What follows belongs to an exercise in optimizing a design on an open flow for small area and a short achievable clock period; a production flow would make more cautious choices. Where RTL was checked, it was by simulation tests only, not by an equivalence proof against the original. Function not checked in run 2: the RTL went through the layout flow alone.

==> flow/design.v, too long to show whole: its modules and the start of the top module <==
// module MrSimSimulation: 959 lines
// module kmfa: 4 lines
module MrSimSimulation(input clk, input reset,
    input [63:0] io_enq_dat,
    input  io_enq_val,
    output io_enq_rdy,
    output[63:0] io_deq_dat,
    output io_deq_val,
    input  io_deq_rdy
);
  // ...
==> flow/flow/run.sh <==
#!/bin/bash
# Standard synthesis, then the standard layout with the resizer aiming for a setup slack margin,
# small port buffers and a smaller clock tree.
set -euo pipefail
bash standard.sh synth > synth.log 2>&1
bash standard.sh SETUP_SLACK_MARGIN=12.4 BUFFER_PORTS_ARGS='-buffer_cell sky130_fd_sc_hd__buf_1' 'CTS_ARGS=-sink_clustering_enable -repair_clock_nets -dont_use_dummy_load -buf_list sky130_fd_sc_hd__clkbuf_16 -sink_clustering_size 30 -sink_clustering_max_diameter 100' finish > layout.log 2>&1
==> flow/standard.sh <==
#!/bin/bash
# synth_recipe.tcl (not shown) runs the flow's synth.tcl, then flattens the netlist and writes it again
# the make line also repeats each setting of config.mk as NAME=value (left out here)
make -C /OpenROAD-flow-scripts/flow DESIGN_CONFIG=/design/flow/config.mk WORK_HOME=/design/flow/orfs CLKGATE_MAP_FILE= SYNTH_SCRIPT=/design/flow/synth_recipe.tcl "${@:-finish}"
==> flow/config.mk <==
export PLATFORM = sky130hd
export DESIGN_NAME = MrSimSimulation
export DESIGN_NICKNAME = MrSimSimulation
export VERILOG_FILES = /design/flow/design.v
export SDC_FILE = /design/flow/constraint.sdc
export NUM_CORES = 4
export LEC_CHECK = 0
export CAP_MARGIN = 20
export CORE_MARGIN = 2
export CORE_UTILIZATION = 50
export PLACE_DENSITY = 0.65
export SLEW_MARGIN = 20
export SYNTH_HIERARCHICAL = 1
export SYNTH_MINIMUM_KEEP_SIZE = 0
==> flow/constraint.sdc <==
create_clock -name core_clock -period 17.0 [get_ports {clk}]
set_input_delay 3.4000 -clock core_clock [delete_from_list [all_inputs] [get_ports {clk}]]
set_output_delay 3.4000 -clock core_clock [all_outputs]
set_load 0.01 [all_outputs]
==> notes.md, run 1 <==
* Status: timing/DRC/antenna clean
* Worst path depth at 12
* Cts hold-fix bufs at 0
* CP endpoint: e1[14]$_DFF_P_
* Most frequent cell after synthesis: fa_1
* Complex-gate fraction of the synthesized area at 6.57%
* Worst R2R Start: df2[8]$_DFF_P_
* Post-cts resize count at 35
* Initial Util at 50.9%
* Dpl cell area at 0.0165 mm2
* Global-route met3 utilization at 2.80%
* Worst EP arrival at ~5 ns
* Hold EP: p2[13]$_DFF_P_
* CTS HTree Levels at 1
* Reg area at 0.00511 mm2
* Top cells by area, synth: fa_1, dfxtp_1, edfxtp_1, ha_1, and2_1
* Clk slew on worst S/H paths at 0.11 ns
* Data required, critical path at between 15 and 20 ns
* Final hold viol count at 0
* Num sequential at approximately 220
* Die W at 181 um
* Most used cell, CP: fa_1
* Synth Cell Area at approximately 0.016 mm2
* Die area at 0.0327 mm2
* Met1 global-route usage at 31.5%
* Fmax achieved at 217 MHz
* I/O Buffers at 86
* GR Layer Usage met2 at roughly a third
* Fraction of area in multi-input gates at between 50% and 60%
* Slowest-stage cell, CP: or4b_4
* Post CTS Setup Buffer Count at 6
* Critical path class: register to register
* Sequential area share after synthesis at 32.3%
==> run 2, diff against run 1 <==
--- a/flow/design.v
+++ b/flow/design.v
@@ -4,17 +4,18 @@
     output io_enq_rdy,
     output[63:0] io_deq_dat,
     output io_deq_val,
     input  io_deq_rdy
 );
   reg [8:0] df0, df1, df2, df3, df4, df5;
   reg [15:0] p1, p2;
   reg v1, v2, v3;
-  reg [16:0] e0, e1, e2;
+  reg [8:0] e0, e1, e2;    
+  reg l20, l21, l10;           
   wire [7:0] px = io_enq_dat[55:48];
   wire [7:0] py = io_enq_dat[63:56];
   wire [8:0] dn0 = {1'b0, io_enq_dat[7:0]} - {1'b0, px};
   wire [8:0] dn1 = {1'b0, io_enq_dat[15:8]} - {1'b0, py};
   wire [8:0] dn2 = {1'b0, io_enq_dat[23:16]} - {1'b0, px};
   wire [8:0] dn3 = {1'b0, io_enq_dat[31:24]} - {1'b0, py};
   wire [8:0] dn4 = {1'b0, io_enq_dat[39:32]} - {1'b0, px};
   wire [8:0] dn5 = {1'b0, io_enq_dat[47:40]} - {1'b0, py};
@@ -715,16 +716,109 @@
   wire dist2_G21 = dist2_g[4] | (dist2_p[4] & dist2_G9); wire dist2_P21 = dist2_p[4] & dist2_P9;
   wire dist2_G22 = dist2_g[6] | (dist2_p[6] & dist2_G17); wire dist2_P22 = dist2_p[6] & dist2_P17;
   wire dist2_G23 = dist2_g[8] | (dist2_p[8] & dist2_G13); wire dist2_P23 = dist2_p[8] & dist2_P13;
   wire dist2_G24 = dist2_g[10] | (dist2_p[10] & dist2_G18); wire dist2_P24 = dist2_p[10] & dist2_P18;
   wire dist2_G25 = dist2_g[12] | (dist2_p[12] & dist2_G16); wire dist2_P25 = dist2_p[12] & dist2_P16;
   wire dist2_G26 = dist2_g[14] | (dist2_p[14] & dist2_G19); wire dist2_P26 = dist2_p[14] & dist2_P19;
   wire dist2_G27 = dist2_g[16] | (dist2_p[16] & dist2_G15); wire dist2_P27 = dist2_p[16] & dist2_P15;
   wire [16:0] dist2 = {dist2_p[16] ^ dist2_G15, dist2_p[15] ^ dist2_G26, dist2_p[14] ^ dist2_G19, dist2_p[13] ^ dist2_G25, dist2_p[12] ^ dist2_G16, dist2_p[11] ^ dist2_G24, dist2_p[10] ^ dist2_G18, dist2_p[9] ^ dist2_G23, dist2_p[8] ^ dist2_G13, dist2_p[7] ^ dist2_G22, dist2_p[6] ^ dist2_G17, dist2_p[5] ^ dist2_G21, dist2_p[4] ^ dist2_G9, dist2_p[3] ^ dist2_G20, dist2_p[2] ^ dist2_G1, dist2_p[1] ^ dist2_g[0], dist2_p[0]};
+  wire ll20_g0 = dist0[0] & ~dist2[0];
+  wire ll20_p0 = dist0[0] | ~dist2[0];
+  wire ll20_g1 = dist0[1] & ~dist2[1];
+  wire ll20_p1 = dist0[1] | ~dist2[1];
+  wire ll20_g2 = dist0[2] & ~dist2[2];
+  wire ll20_p2 = dist0[2] | ~dist2[2];
+  wire ll20_g3 = dist0[3] & ~dist2[3];
+  wire ll20_p3 = dist0[3] | ~dist2[3];
+  wire ll20_g4 = dist0[4] & ~dist2[4];
+  wire ll20_p4 = dist0[4] | ~dist2[4];
+  wire ll20_g5 = dist0[5] & ~dist2[5];
+  wire ll20_p5 = dist0[5] | ~dist2[5];
+  wire ll20_g6 = dist0[6] & ~dist2[6];
+  wire ll20_p6 = dist0[6] | ~dist2[6];
+  wire ll20_g7 = dist0[7] & ~dist2[7];
+  wire ll20_p7 = dist0[7] | ~dist2[7];
+  wire ll20_G607 = ll20_g1 | (ll20_p1 & ll20_g0);
+  wire ll20_P608 = ll20_p1 & ll20_p0;
+  wire ll20_G609 = ll20_g3 | (ll20_p3 & ll20_g2);
+  wire ll20_P610 = ll20_p3 & ll20_p2;
+  wire ll20_G611 = ll20_g5 | (ll20_p5 & ll20_g4);
+  wire ll20_P612 = ll20_p5 & ll20_p4;
+  wire ll20_G613 = ll20_g7 | (ll20_p7 & ll20_g6);
+  wire ll20_P614 = ll20_p7 & ll20_p6;
+  wire ll20_G615 = ll20_G609 | (ll20_P610 & ll20_G607);
+  wire ll20_P616 = ll20_P610 & ll20_P608;
+  wire ll20_G617 = ll20_G613 | (ll20_P614 & ll20_G611);
+  wire ll20_P618 = ll20_P614 & ll20_P612;
+  wire ll20_G619 = ll20_G617 | (ll20_P618 & ll20_G615);
+  wire ll20_P620 = ll20_P618 & ll20_P616;
+  wire ll20 = ll20_G619 | ll20_P620;
+  wire ll21_g0 = dist1[0] & ~dist2[0];
+  wire ll21_p0 = dist1[0] | ~dist2[0];
+  wire ll21_g1 = dist1[1] & ~dist2[1];
+  wire ll21_p1 = dist1[1] | ~dist2[1];
+  wire ll21_g2 = dist1[2] & ~dist2[2];
+  wire ll21_p2 = dist1[2] | ~dist2[2];
+  wire ll21_g3 = dist1[3] & ~dist2[3];
+  wire ll21_p3 = dist1[3] | ~dist2[3];
+  wire ll21_g4 = dist1[4] & ~dist2[4];
+  wire ll21_p4 = dist1[4] | ~dist2[4];
+  wire ll21_g5 = dist1[5] & ~dist2[5];
+  wire ll21_p5 = dist1[5] | ~dist2[5];
+  wire ll21_g6 = dist1[6] & ~dist2[6];
+  wire ll21_p6 = dist1[6] | ~dist2[6];
+  wire ll21_g7 = dist1[7] & ~dist2[7];
+  wire ll21_p7 = dist1[7] | ~dist2[7];
+  wire ll21_G621 = ll21_g1 | (ll21_p1 & ll21_g0);
+  wire ll21_P622 = ll21_p1 & ll21_p0;
+  wire ll21_G623 = ll21_g3 | (ll21_p3 & ll21_g2);
+  wire ll21_P624 = ll21_p3 & ll21_p2;
+  wire ll21_G625 = ll21_g5 | (ll21_p5 & ll21_g4);
+  wire ll21_P626 = ll21_p5 & ll21_p4;
+  wire ll21_G627 = ll21_g7 | (ll21_p7 & ll21_g6);
+  wire ll21_P628 = ll21_p7 & ll21_p6;
+  wire ll21_G629 = ll21_G623 | (ll21_P624 & ll21_G621);
+  wire ll21_P630 = ll21_P624 & ll21_P622;
+  wire ll21_G631 = ll21_G627 | (ll21_P628 & ll21_G625);
+  wire ll21_P632 = ll21_P628 & ll21_P626;
+  wire ll21_G633 = ll21_G631 | (ll21_P632 & ll21_G629);
+  wire ll21_P634 = ll21_P632 & ll21_P630;
+  wire ll21 = ll21_G633 | ll21_P634;
+  wire ll10_g0 = dist0[0] & ~dist1[0];
+  wire ll10_p0 = dist0[0] | ~dist1[0];
+  wire ll10_g1 = dist0[1] & ~dist1[1];
+  wire ll10_p1 = dist0[1] | ~dist1[1];
+  wire ll10_g2 = dist0[2] & ~dist1[2];
+  wire ll10_p2 = dist0[2] | ~dist1[2];
+  wire ll10_g3 = dist0[3] & ~dist1[3];
+  wire ll10_p3 = dist0[3] | ~dist1[3];
+  wire ll10_g4 = dist0[4] & ~dist1[4];
+  wire ll10_p4 = dist0[4] | ~dist1[4];
+  wire ll10_g5 = dist0[5] & ~dist1[5];
+  wire ll10_p5 = dist0[5] | ~dist1[5];
+  wire ll10_g6 = dist0[6] & ~dist1[6];
+  wire ll10_p6 = dist0[6] | ~dist1[6];
+  wire ll10_g7 = dist0[7] & ~dist1[7];
+  wire ll10_p7 = dist0[7] | ~dist1[7];
+  wire ll10_G635 = ll10_g1 | (ll10_p1 & ll10_g0);
+  wire ll10_P636 = ll10_p1 & ll10_p0;
+  wire ll10_G637 = ll10_g3 | (ll10_p3 & ll10_g2);
+  wire ll10_P638 = ll10_p3 & ll10_p2;
+  wire ll10_G639 = ll10_g5 | (ll10_p5 & ll10_g4);
+  wire ll10_P640 = ll10_p5 & ll10_p4;
+  wire ll10_G641 = ll10_g7 | (ll10_p7 & ll10_g6);
+  wire ll10_P642 = ll10_p7 & ll10_p6;
+  wire ll10_G643 = ll10_G637 | (ll10_P638 & ll10_G635);
+  wire ll10_P644 = ll10_P638 & ll10_P636;
+  wire ll10_G645 = ll10_G641 | (ll10_P642 & ll10_G639);
+  wire ll10_P646 = ll10_P642 & ll10_P640;
+  wire ll10_G647 = ll10_G645 | (ll10_P646 & ll10_G643);
+  wire ll10_P648 = ll10_P646 & ll10_P644;
+  wire ll10 = ll10_G647 | ll10_P648;
   wire le20_g0 = e0[0] & ~e2[0];
   wire le20_p0 = e0[0] | ~e2[0];
   wire le20_g1 = e0[1] & ~e2[1];
   wire le20_p1 = e0[1] | ~e2[1];
   wire le20_g2 = e0[2] & ~e2[2];
   wire le20_p2 = e0[2] | ~e2[2];
   wire le20_g3 = e0[3] & ~e2[3];
   wire le20_p3 = e0[3] | ~e2[3];
@@ -733,65 +827,33 @@
   wire le20_g5 = e0[5] & ~e2[5];
   wire le20_p5 = e0[5] | ~e2[5];
   wire le20_g6 = e0[6] & ~e2[6];
   wire le20_p6 = e0[6] | ~e2[6];
   wire le20_g7 = e0[7] & ~e2[7];
   wire le20_p7 = e0[7] | ~e2[7];
   wire le20_g8 = e0[8] & ~e2[8];
   wire le20_p8 = e0[8] | ~e2[8];
-  wire le20_g9 = e0[9] & ~e2[9];
-  wire le20_p9 = e0[9] | ~e2[9];
-  wire le20_g10 = e0[10] & ~e2[10];
-  wire le20_p10 = e0[10] | ~e2[10];
-  wire le20_g11 = e0[11] & ~e2[11];
-  wire le20_p11 = e0[11] | ~e2[11];
-  wire le20_g12 = e0[12] & ~e2[12];
-  wire le20_p12 = e0[12] | ~e2[12];
-  wire le20_g13 = e0[13] & ~e2[13];
-  wire le20_p13 = e0[13] | ~e2[13];
-  wire le20_g14 = e0[14] & ~e2[14];
-  wire le20_p14 = e0[14] | ~e2[14];
-  wire le20_g15 = e0[15] & ~e2[15];
-  wire le20_p15 = e0[15] | ~e2[15];
-  wire le20_g16 = e0[16] & ~e2[16];
-  wire le20_p16 = e0[16] | ~e2[16];
-  wire le20_G607 = le20_g1 | (le20_p1 & le20_g0);
-  wire le20_P608 = le20_p1 & le20_p0;
-  wire le20_G609 = le20_g3 | (le20_p3 & le20_g2);
-  wire le20_P610 = le20_p3 & le20_p2;
-  wire le20_G611 = le20_g5 | (le20_p5 & le20_g4);
-  wire le20_P612 = le20_p5 & le20_p4;
-  wire le20_G613 = le20_g7 | (le20_p7 & le20_g6);
-  wire le20_P614 = le20_p7 & le20_p6;
-  wire le20_G615 = le20_g9 | (le20_p9 & le20_g8);
-  wire le20_P616 = le20_p9 & le20_p8;
-  wire le20_G617 = le20_g11 | (le20_p11 & le20_g10);
-  wire le20_P618 = le20_p11 & le20_p10;
-  wire le20_G619 = le20_g13 | (le20_p13 & le20_g12);
-  wire le20_P620 = le20_p13 & le20_p12;
-  wire le20_G621 = le20_g15 | (le20_p15 & le20_g14);
-  wire le20_P622 = le20_p15 & le20_p14;
-  wire le20_G623 = le20_G609 | (le20_P610 & le20_G607);
-  wire le20_P624 = le20_P610 & le20_P608;
-  wire le20_G625 = le20_G613 | (le20_P614 & le20_G611);
-  wire le20_P626 = le20_P614 & le20_P612;
-  wire le20_G627 = le20_G617 | (le20_P618 & le20_G615);
-  wire le20_P628 = le20_P618 & le20_P616;
-  wire le20_G629 = le20_G621 | (le20_P622 & le20_G619);
-  wire le20_P630 = le20_P622 & le20_P620;
-  wire le20_G631 = le20_G625 | (le20_P626 & le20_G623);
-  wire le20_P632 = le20_P626 & le20_P624;
-  wire le20_G633 = le20_G629 | (le20_P630 & le20_G627);
-  wire le20_P634 = le20_P630 & le20_P628;
-  wire le20_G635 = le20_G633 | (le20_P634 & le20_G631);
-  wire le20_P636 = le20_P634 & le20_P632;
-  wire le20_G637 = le20_g16 | (le20_p16 & le20_G635);
-  wire le20_P638 = le20_p16 & le20_P636;
-  wire le20 = le20_G637 | le20_P638;
+  wire le20_G649 = le20_g1 | (le20_p1 & le20_g0);
+  wire le20_P650 = le20_p1 & le20_p0;
+  wire le20_G651 = le20_g3 | (le20_p3 & le20_g2);
+  wire le20_P652 = le20_p3 & le20_p2;
+  wire le20_G653 = le20_g5 | (le20_p5 & le20_g4);
+  wire le20_P654 = le20_p5 & le20_p4;
+  wire le20_G655 = le20_g7 | (le20_p7 & le20_g6);
+  wire le20_P656 = le20_p7 & le20_p6;
+  wire le20_G657 = le20_G651 | (le20_P652 & le20_G649);
+  wire le20_P658 = le20_P652 & le20_P650;
+  wire le20_G659 = le20_G655 | (le20_P656 & le20_G653);
+  wire le20_P660 = le20_P656 & le20_P654;
+  wire le20_G661 = le20_G659 | (le20_P660 & le20_G657);
+  wire le20_P662 = le20_P660 & le20_P658;
+  wire le20_G663 = le20_g8 | (le20_p8 & le20_G661);
+  wire le20_P664 = le20_p8 & le20_P662;
+  wire le20 = le20_G663 | (le20_P664 & l20);
   wire le21_g0 = e1[0] & ~e2[0];
   wire le21_p0 = e1[0] | ~e2[0];
   wire le21_g1 = e1[1] & ~e2[1];
   wire le21_p1 = e1[1] | ~e2[1];
   wire le21_g2 = e1[2] & ~e2[2];
   wire le21_p2 = e1[2] | ~e2[2];
   wire le21_g3 = e1[3] & ~e2[3];
   wire le21_p3 = e1[3] | ~e2[3];
@@ -800,65 +862,33 @@
   wire le21_g5 = e1[5] & ~e2[5];
   wire le21_p5 = e1[5] | ~e2[5];
   wire le21_g6 = e1[6] & ~e2[6];
   wire le21_p6 = e1[6] | ~e2[6];
   wire le21_g7 = e1[7] & ~e2[7];
   wire le21_p7 = e1[7] | ~e2[7];
   wire le21_g8 = e1[8] & ~e2[8];
   wire le21_p8 = e1[8] | ~e2[8];
-  wire le21_g9 = e1[9] & ~e2[9];
-  wire le21_p9 = e1[9] | ~e2[9];
-  wire le21_g10 = e1[10] & ~e2[10];
-  wire le21_p10 = e1[10] | ~e2[10];
-  wire le21_g11 = e1[11] & ~e2[11];
-  wire le21_p11 = e1[11] | ~e2[11];
-  wire le21_g12 = e1[12] & ~e2[12];
-  wire le21_p12 = e1[12] | ~e2[12];
-  wire le21_g13 = e1[13] & ~e2[13];
-  wire le21_p13 = e1[13] | ~e2[13];
-  wire le21_g14 = e1[14] & ~e2[14];
-  wire le21_p14 = e1[14] | ~e2[14];
-  wire le21_g15 = e1[15] & ~e2[15];
-  wire le21_p15 = e1[15] | ~e2[15];
-  wire le21_g16 = e1[16] & ~e2[16];
-  wire le21_p16 = e1[16] | ~e2[16];
-  wire le21_G639 = le21_g1 | (le21_p1 & le21_g0);
-  wire le21_P640 = le21_p1 & le21_p0;
-  wire le21_G641 = le21_g3 | (le21_p3 & le21_g2);
-  wire le21_P642 = le21_p3 & le21_p2;
-  wire le21_G643 = le21_g5 | (le21_p5 & le21_g4);
-  wire le21_P644 = le21_p5 & le21_p4;
-  wire le21_G645 = le21_g7 | (le21_p7 & le21_g6);
-  wire le21_P646 = le21_p7 & le21_p6;
-  wire le21_G647 = le21_g9 | (le21_p9 & le21_g8);
-  wire le21_P648 = le21_p9 & le21_p8;
-  wire le21_G649 = le21_g11 | (le21_p11 & le21_g10);
-  wire le21_P650 = le21_p11 & le21_p10;
-  wire le21_G651 = le21_g13 | (le21_p13 & le21_g12);
-  wire le21_P652 = le21_p13 & le21_p12;
-  wire le21_G653 = le21_g15 | (le21_p15 & le21_g14);
-  wire le21_P654 = le21_p15 & le21_p14;
-  wire le21_G655 = le21_G641 | (le21_P642 & le21_G639);
-  wire le21_P656 = le21_P642 & le21_P640;
-  wire le21_G657 = le21_G645 | (le21_P646 & le21_G643);
-  wire le21_P658 = le21_P646 & le21_P644;
-  wire le21_G659 = le21_G649 | (le21_P650 & le21_G647);
-  wire le21_P660 = le21_P650 & le21_P648;
-  wire le21_G661 = le21_G653 | (le21_P654 & le21_G651);
-  wire le21_P662 = le21_P654 & le21_P652;
-  wire le21_G663 = le21_G657 | (le21_P658 & le21_G655);
-  wire le21_P664 = le21_P658 & le21_P656;
-  wire le21_G665 = le21_G661 | (le21_P662 & le21_G659);
-  wire le21_P666 = le21_P662 & le21_P660;
-  wire le21_G667 = le21_G665 | (le21_P666 & le21_G663);
-  wire le21_P668 = le21_P666 & le21_P664;
-  wire le21_G669 = le21_g16 | (le21_p16 & le21_G667);
-  wire le21_P670 = le21_p16 & le21_P668;
-  wire le21 = le21_G669 | le21_P670;
+  wire le21_G665 = le21_g1 | (le21_p1 & le21_g0);
+  wire le21_P666 = le21_p1 & le21_p0;
+  wire le21_G667 = le21_g3 | (le21_p3 & le21_g2);
+  wire le21_P668 = le21_p3 & le21_p2;
+  wire le21_G669 = le21_g5 | (le21_p5 & le21_g4);
+  wire le21_P670 = le21_p5 & le21_p4;
+  wire le21_G671 = le21_g7 | (le21_p7 & le21_g6);
+  wire le21_P672 = le21_p7 & le21_p6;
+  wire le21_G673 = le21_G667 | (le21_P668 & le21_G665);
+  wire le21_P674 = le21_P668 & le21_P666;
+  wire le21_G675 = le21_G671 | (le21_P672 & le21_G669);
+  wire le21_P676 = le21_P672 & le21_P670;
+  wire le21_G677 = le21_G675 | (le21_P676 & le21_G673);
+  wire le21_P678 = le21_P676 & le21_P674;
+  wire le21_G679 = le21_g8 | (le21_p8 & le21_G677);
+  wire le21_P680 = le21_p8 & le21_P678;
+  wire le21 = le21_G679 | (le21_P680 & l21);
   wire le10_g0 = e0[0] & ~e1[0];
   wire le10_p0 = e0[0] | ~e1[0];
   wire le10_g1 = e0[1] & ~e1[1];
   wire le10_p1 = e0[1] | ~e1[1];
   wire le10_g2 = e0[2] & ~e1[2];
   wire le10_p2 = e0[2] | ~e1[2];
   wire le10_g3 = e0[3] & ~e1[3];
   wire le10_p3 = e0[3] | ~e1[3];
@@ -867,65 +897,33 @@
   wire le10_g5 = e0[5] & ~e1[5];
   wire le10_p5 = e0[5] | ~e1[5];
   wire le10_g6 = e0[6] & ~e1[6];
   wire le10_p6 = e0[6] | ~e1[6];
   wire le10_g7 = e0[7] & ~e1[7];
   wire le10_p7 = e0[7] | ~e1[7];
   wire le10_g8 = e0[8] & ~e1[8];
   wire le10_p8 = e0[8] | ~e1[8];
-  wire le10_g9 = e0[9] & ~e1[9];
-  wire le10_p9 = e0[9] | ~e1[9];
-  wire le10_g10 = e0[10] & ~e1[10];
-  wire le10_p10 = e0[10] | ~e1[10];
-  wire le10_g11 = e0[11] & ~e1[11];
-  wire le10_p11 = e0[11] | ~e1[11];
-  wire le10_g12 = e0[12] & ~e1[12];
-  wire le10_p12 = e0[12] | ~e1[12];
-  wire le10_g13 = e0[13] & ~e1[13];
-  wire le10_p13 = e0[13] | ~e1[13];
-  wire le10_g14 = e0[14] & ~e1[14];
-  wire le10_p14 = e0[14] | ~e1[14];
-  wire le10_g15 = e0[15] & ~e1[15];
-  wire le10_p15 = e0[15] | ~e1[15];
-  wire le10_g16 = e0[16] & ~e1[16];
-  wire le10_p16 = e0[16] | ~e1[16];
-  wire le10_G671 = le10_g1 | (le10_p1 & le10_g0);
-  wire le10_P672 = le10_p1 & le10_p0;
-  wire le10_G673 = le10_g3 | (le10_p3 & le10_g2);
-  wire le10_P674 = le10_p3 & le10_p2;
-  wire le10_G675 = le10_g5 | (le10_p5 & le10_g4);
-  wire le10_P676 = le10_p5 & le10_p4;
-  wire le10_G677 = le10_g7 | (le10_p7 & le10_g6);
-  wire le10_P678 = le10_p7 & le10_p6;
-  wire le10_G679 = le10_g9 | (le10_p9 & le10_g8);
-  wire le10_P680 = le10_p9 & le10_p8;
-  wire le10_G681 = le10_g11 | (le10_p11 & le10_g10);
-  wire le10_P682 = le10_p11 & le10_p10;
-  wire le10_G683 = le10_g13 | (le10_p13 & le10_g12);
-  wire le10_P684 = le10_p13 & le10_p12;
-  wire le10_G685 = le10_g15 | (le10_p15 & le10_g14);
-  wire le10_P686 = le10_p15 & le10_p14;
-  wire le10_G687 = le10_G673 | (le10_P674 & le10_G671);
-  wire le10_P688 = le10_P674 & le10_P672;
-  wire le10_G689 = le10_G677 | (le10_P678 & le10_G675);
-  wire le10_P690 = le10_P678 & le10_P676;
-  wire le10_G691 = le10_G681 | (le10_P682 & le10_G679);
-  wire le10_P692 = le10_P682 & le10_P680;
-  wire le10_G693 = le10_G685 | (le10_P686 & le10_G683);
-  wire le10_P694 = le10_P686 & le10_P684;
-  wire le10_G695 = le10_G689 | (le10_P690 & le10_G687);
-  wire le10_P696 = le10_P690 & le10_P688;
-  wire le10_G697 = le10_G693 | (le10_P694 & le10_G691);
-  wire le10_P698 = le10_P694 & le10_P692;
-  wire le10_G699 = le10_G697 | (le10_P698 & le10_G695);
-  wire le10_P700 = le10_P698 & le10_P696;
-  wire le10_G701 = le10_g16 | (le10_p16 & le10_G699);
-  wire le10_P702 = le10_p16 & le10_P700;
-  wire le10 = le10_G701 | le10_P702;
+  wire le10_G681 = le10_g1 | (le10_p1 & le10_g0);
+  wire le10_P682 = le10_p1 & le10_p0;
+  wire le10_G683 = le10_g3 | (le10_p3 & le10_g2);
+  wire le10_P684 = le10_p3 & le10_p2;
+  wire le10_G685 = le10_g5 | (le10_p5 & le10_g4);
+  wire le10_P686 = le10_p5 & le10_p4;
+  wire le10_G687 = le10_g7 | (le10_p7 & le10_g6);
+  wire le10_P688 = le10_p7 & le10_p6;
+  wire le10_G689 = le10_G683 | (le10_P684 & le10_G681);
+  wire le10_P690 = le10_P684 & le10_P682;
+  wire le10_G691 = le10_G687 | (le10_P688 & le10_G685);
+  wire le10_P692 = le10_P688 & le10_P686;
+  wire le10_G693 = le10_G691 | (le10_P692 & le10_G689);
+  wire le10_P694 = le10_P692 & le10_P690;
+  wire le10_G695 = le10_g8 | (le10_p8 & le10_G693);
+  wire le10_P696 = le10_p8 & le10_P694;
+  wire le10 = le10_G695 | (le10_P696 & l10);
   wire [1:0] cls = (le20 & le21) ? 2'd2 : le10 ? 2'd1 : 2'd0;
   reg [17:0] q0, q1, q2, q3;
   reg [3:0] f;
   wire enq = v3 & ~f[3];
   wire [3:0] g1 = {1'b0, f[3:1]};
   wire [3:0] fn0 = f | ({4{enq}} & ~f & {f[2:0], 1'b1});
   wire [3:0] fn1 = g1 | ({4{enq}} & ~g1 & {g1[2:0], 1'b1});
   wire [3:0] ws0 = {4{v2}} & ~fn0 & {fn0[2:0], 1'b1};
@@ -934,17 +932,18 @@
   wire [17:0] n0 = ws1[0] ? din : q1, h0 = ws0[0] ? din : q0;
   wire [17:0] n1 = ws1[1] ? din : q2, h1 = ws0[1] ? din : q1;
   wire [17:0] n2 = ws1[2] ? din : q3, h2 = ws0[2] ? din : q2;
   wire [17:0] n3 = din,               h3 = ws0[3] ? din : q3;
   wire deq = io_deq_rdy & f[0];
   always @(posedge clk) begin
     df0 <= dn0; df1 <= dn1; df2 <= dn2; df3 <= dn3; df4 <= dn4; df5 <= dn5;
     p1 <= io_enq_dat[63:48];
-    e0 <= dist0; e1 <= dist1; e2 <= dist2;
+    e0 <= dist0[16:8]; e1 <= dist1[16:8]; e2 <= dist2[16:8];
+    l20 <= ll20; l21 <= ll21; l10 <= ll10;
     p2 <= p1;
     if (reset) begin
       v1 <= 1'b0; v2 <= 1'b0; v3 <= 1'b0;
       f <= 4'd0;
     end else begin
       v1 <= io_enq_val; v2 <= v1; v3 <= v2;
       f <= deq ? fn1 : fn0;
     end
==> flow/config.mk (replaced) <==
export PLATFORM = sky130hd
export DESIGN_NAME = MrSimSimulation
export DESIGN_NICKNAME = MrSimSimulation
export VERILOG_FILES = /design/flow/design.v
export SDC_FILE = /design/flow/constraint.sdc
export NUM_CORES = 4
export LEC_CHECK = 0
export CAP_MARGIN = 20
export CORE_MARGIN = 2
export CORE_UTILIZATION = 40
export PLACE_DENSITY = 0.6
export SLEW_MARGIN = 20
export SYNTH_HIERARCHICAL = 1
export SYNTH_MINIMUM_KEEP_SIZE = 0
==> notes.md, run 2 <==
* Hold depth at 0
* Area of the multi-input gates at 0.0103 mm2
* Clk sink count at 195
* Critical path launch point type: input port
* Global-route met3 utilization at 3.03% (+0.23 points)
* DRC violations left at 0
* Setup_tns at 0 ns
* Critical path class: input port to register
* Most frequent cells in the layout: fa_1, and2_1, inv_1
* Most common cell after layout, fill and taps aside: fa_1
* Mean post-synth cell area at 11.5 um2
* R2R depth at 13
* Synth top cells by count: fa_1, and2_1, dfxtp_1
* Worst-margin pin slew at between 1 and 1.5 ns
* Final worst path period share at between 20% and 30%
* Status: timing/DRC/antenna clean
* Most frequent cell after synthesis: fa_1
* Max-slew violations at 0
* Crit. End Element: register
* 1st-iter DRT viols at 408
* Met1 global-route usage at 25.0% (-6.5 points)
* Post-Synth Adder-Cell Area at 36.4%
* CTS Buf Count at 17
* Reg area at 0.00471 mm2 (-7.8%)
* Flop-to-flop setup slack at 12.58 ns
* Top cells by area, synth: fa_1, dfxtp_1, edfxtp_1, ha_1, and2_1
* Worst EP arrival at 4.86 ns (-0.12 ns)
* Cts hold-fix bufs at 0 (unchanged)
* Die area at 0.0396 mm2 (+21%)
* Max_cap viols at 0
* Hold EP: p2[8]$_DFF_P_
* CTS max path bufs at 2
* Setup violators final at 0
* Final antenna-violating net count at 0
* Root Driver: clkbuf_16
* Synthesized instance count at approximately 1300
* Complex-gate fraction of the synthesized area at 7.24% (+0.67 points)
* GRT busiest layer: met2
* Hold slack at between 0.2 and 0.3 ns
* Synth Flop Type: dfxtp_1
* # IOs at around 130
* Area growth syn-to-layout at 12.3%
* Initial antenna violation count at 1
* Data required, critical path at 17.31 ns (-0.06 ns)
* Worst Path Max Fanout at 2
* GR Layer Usage met2 at 31.3% (-3.8 points)
* Clk slew on worst S/H paths at 0.08 ns (-0.03 ns)
* Worst R2R Start: df2[8]$_DFF_P_
* Chip height at 199 um
* Asr flop ratio synth at 0%
* Tmin final at 4.54 ns
* Netlist cell types at between 50 and 60
* Sequential area share after synthesis at 30.4% (-1.9 points)
* Largest net degree at the start of global routing at 24
* Final wirelength at between 30000 and 40000 um
* #FFs+latches synth at 195
* Unrepaired setup endpoints after global routing: true
* Fin util at 45.4%
* Total track usage at 18.5%
* Synth warnings at 7
* Largest family of logic cells by synthesized area: adder cells
* Post-synthesis mux area share at between 3 and 4%
* GP Congestion at 0.853
* Drt first pass iters at 5
* R2R Path End: e1[7]$_DFF_P_
* I/O Buffers at 86 (unchanged)
* Filler cells at 3499
* Layout cell share with drive strength beyond 1 at 15.6%
* Initial Util at 40.4% (-10 points)
* Post-DP HPWL at 27800 um
* Synth Cell Area at 0.0152 mm2 (-2.7%)
* Min-delay src: p1[8]$_DFF_P_
* Simple-gate portion of the synthesized area at a little over an eighth
* Relative slew slack at 26.9%
* Clk_skew at 0.0400 ns
* Largest area contributor in the netlist: fa_1
* Synth top area share at 25.7%
* Final nets at 1805
* Number of global-route vias before repair at 10200
* Wire per inst at 17.9 um
* Gr ovfl total at 0
* First-pass GRT wire length at 55500 um
* Critical Path Source: io_enq_dat[32]
* Fmax achieved at 220 MHz (+1.5%)
* Min-delay worst type: register to register
* Final hold viol count at 0 (unchanged)
* CTS HTree Levels at 4 (+3)
* CTS tree: yes
* Via count at 9464
* Worst skew pair latency at about 0.45 ns
* Xor and xnor area share after synthesis at under 10%
* Rows at 71
* Vias per inst at 4.88
* EDFF count, synth at 72
* Core Area at between 0.03 and 0.04 mm2
* Die W at 199 um (+10%)
run 2: cell types whose count changed in the layout (fill, tap and decap cells not counted), moves of 6 or more:
cell      change
a21o_1        -6
o21ai_1       -6
inv_1         +7
nand2b_1      -8
nor3_1        -6
dfxtp_1      -29
run 2: logic make-up (layout without fill, tap and decap cells):
kind of cell | Yosys count | in the layout
compound gates | 168 | 168
xor+xnor | 62 | 62
fa+ha+maj | 328 | 328
buf+inv | 169 | 230
flops | 195 | 195
mux | 53 | 53
other cells | 2 | 50
simple gates | 343 | 343
run 2: area by class of cell:
class	instances	area share (%)
inverter	117	2.91
sequential	195	27.6
antenna	3	0.0440
multi-input combinational	1001	60.4
clock buffer	17	2.49
timing repair buffer	96	2.82
tap	511	3.75
run 2: repair_timing:
action | CTS | global route
gates cloned | 0 | 0
pin swaps | 8 | 22
resized for setup | 51 | 74
buffers inserted | 6 | 4
endpoints found under the setup margin | 36 | 47
endpoints found under the hold margin | 0 | 0
run 2: modules after synthesis (local to each module, per instance):
module	flops+latches	area [um2]	copies in the design
MrSimSimulation	195	11800	1
kmfa	0	20.0	168
run 2: stage by stage:
stage / setup WS, ns / area (um2) / cells
floorplan: 12.25 / 15700 / 1365
global placement: 11.76 / 16200 / 1910
detailed placement: 11.76 / 16200 / 1910
CTS: 12.38 / 16800 / 1933
global route: 12.35 / 17100 / 1938
finish: 12.46 / 17100 / 1940
run 2: worst max path at each step:
stage,endpoint,slack [ns]
floorplan,df1[8]$_DFF_P_,12.25
global placement,df1[7]$_DFF_P_,11.76
detailed placement,df5[7]$_DFF_P_,11.76
CTS,e2[7]$_DFF_P_,12.38
global route,e0[7]$_DFF_P_,12.35
finish,df4[8]$_DFF_P_,12.46
run 2: metal layers:
| layer | up-vias | wire (um) |
|---|---|---|
| met2 | 167 | 17000 |
| met4 | 0 | 457 |
| met3 | 19 | 1290 |
| met5 | - | 0 |
| met1 | 4768 | 15900 |
| li1 | 4510 | - |
run 2: critical path, cell delays in order:
cell and delay [ns]:
buf_2 0.13, inv_8 0.03, ha_4 0.16, fa_2 0.38, nor2b_2 0.14, o21ai_2 0.08
a21boi_2 0.16, o21ai_1 0.09, nand2b_1 0.11, a21o_1 0.11, a21oi_1 0.05

[separate check: timing with driven ports]
The flow's constraints put no driver on any port. The routed layouts listed below were extracted and timed again, unchanged, in two steps.
Step 1 (the two cells are an assumption about what drives the block):
set clk [get_ports {clk}]
set_driving_cell -lib_cell sky130_fd_sc_hd__clkbuf_16 $clk
set_driving_cell -lib_cell sky130_fd_sc_hd__buf_2 [delete_from_list [all_inputs] $clk]
Step 2 adds t to the input delays and takes it off the output delays; t is the mean of the earliest and latest rising clock arrival at the registers after step 1. Input paths then give back, and output paths get back, about the clock's delay inside the block.
Three values: ideal ports, drivers, drivers and shift; two values: the first two.
| run | t, ns | setup WS [ns] | cell pins on the clock port's net |
|---|---|---|---|
| run 1 | 0.508 | 12.388 / 12.388 / 11.947 | 1 |
| run 2 | 0.481 | 12.456 / 12.469 / 11.998 | 1 |
After both steps every run listed still meets setup and hold. The setup slack of run 2, which loses most, moves by +0.013 ns with the drivers and by -0.458 ns with both steps.
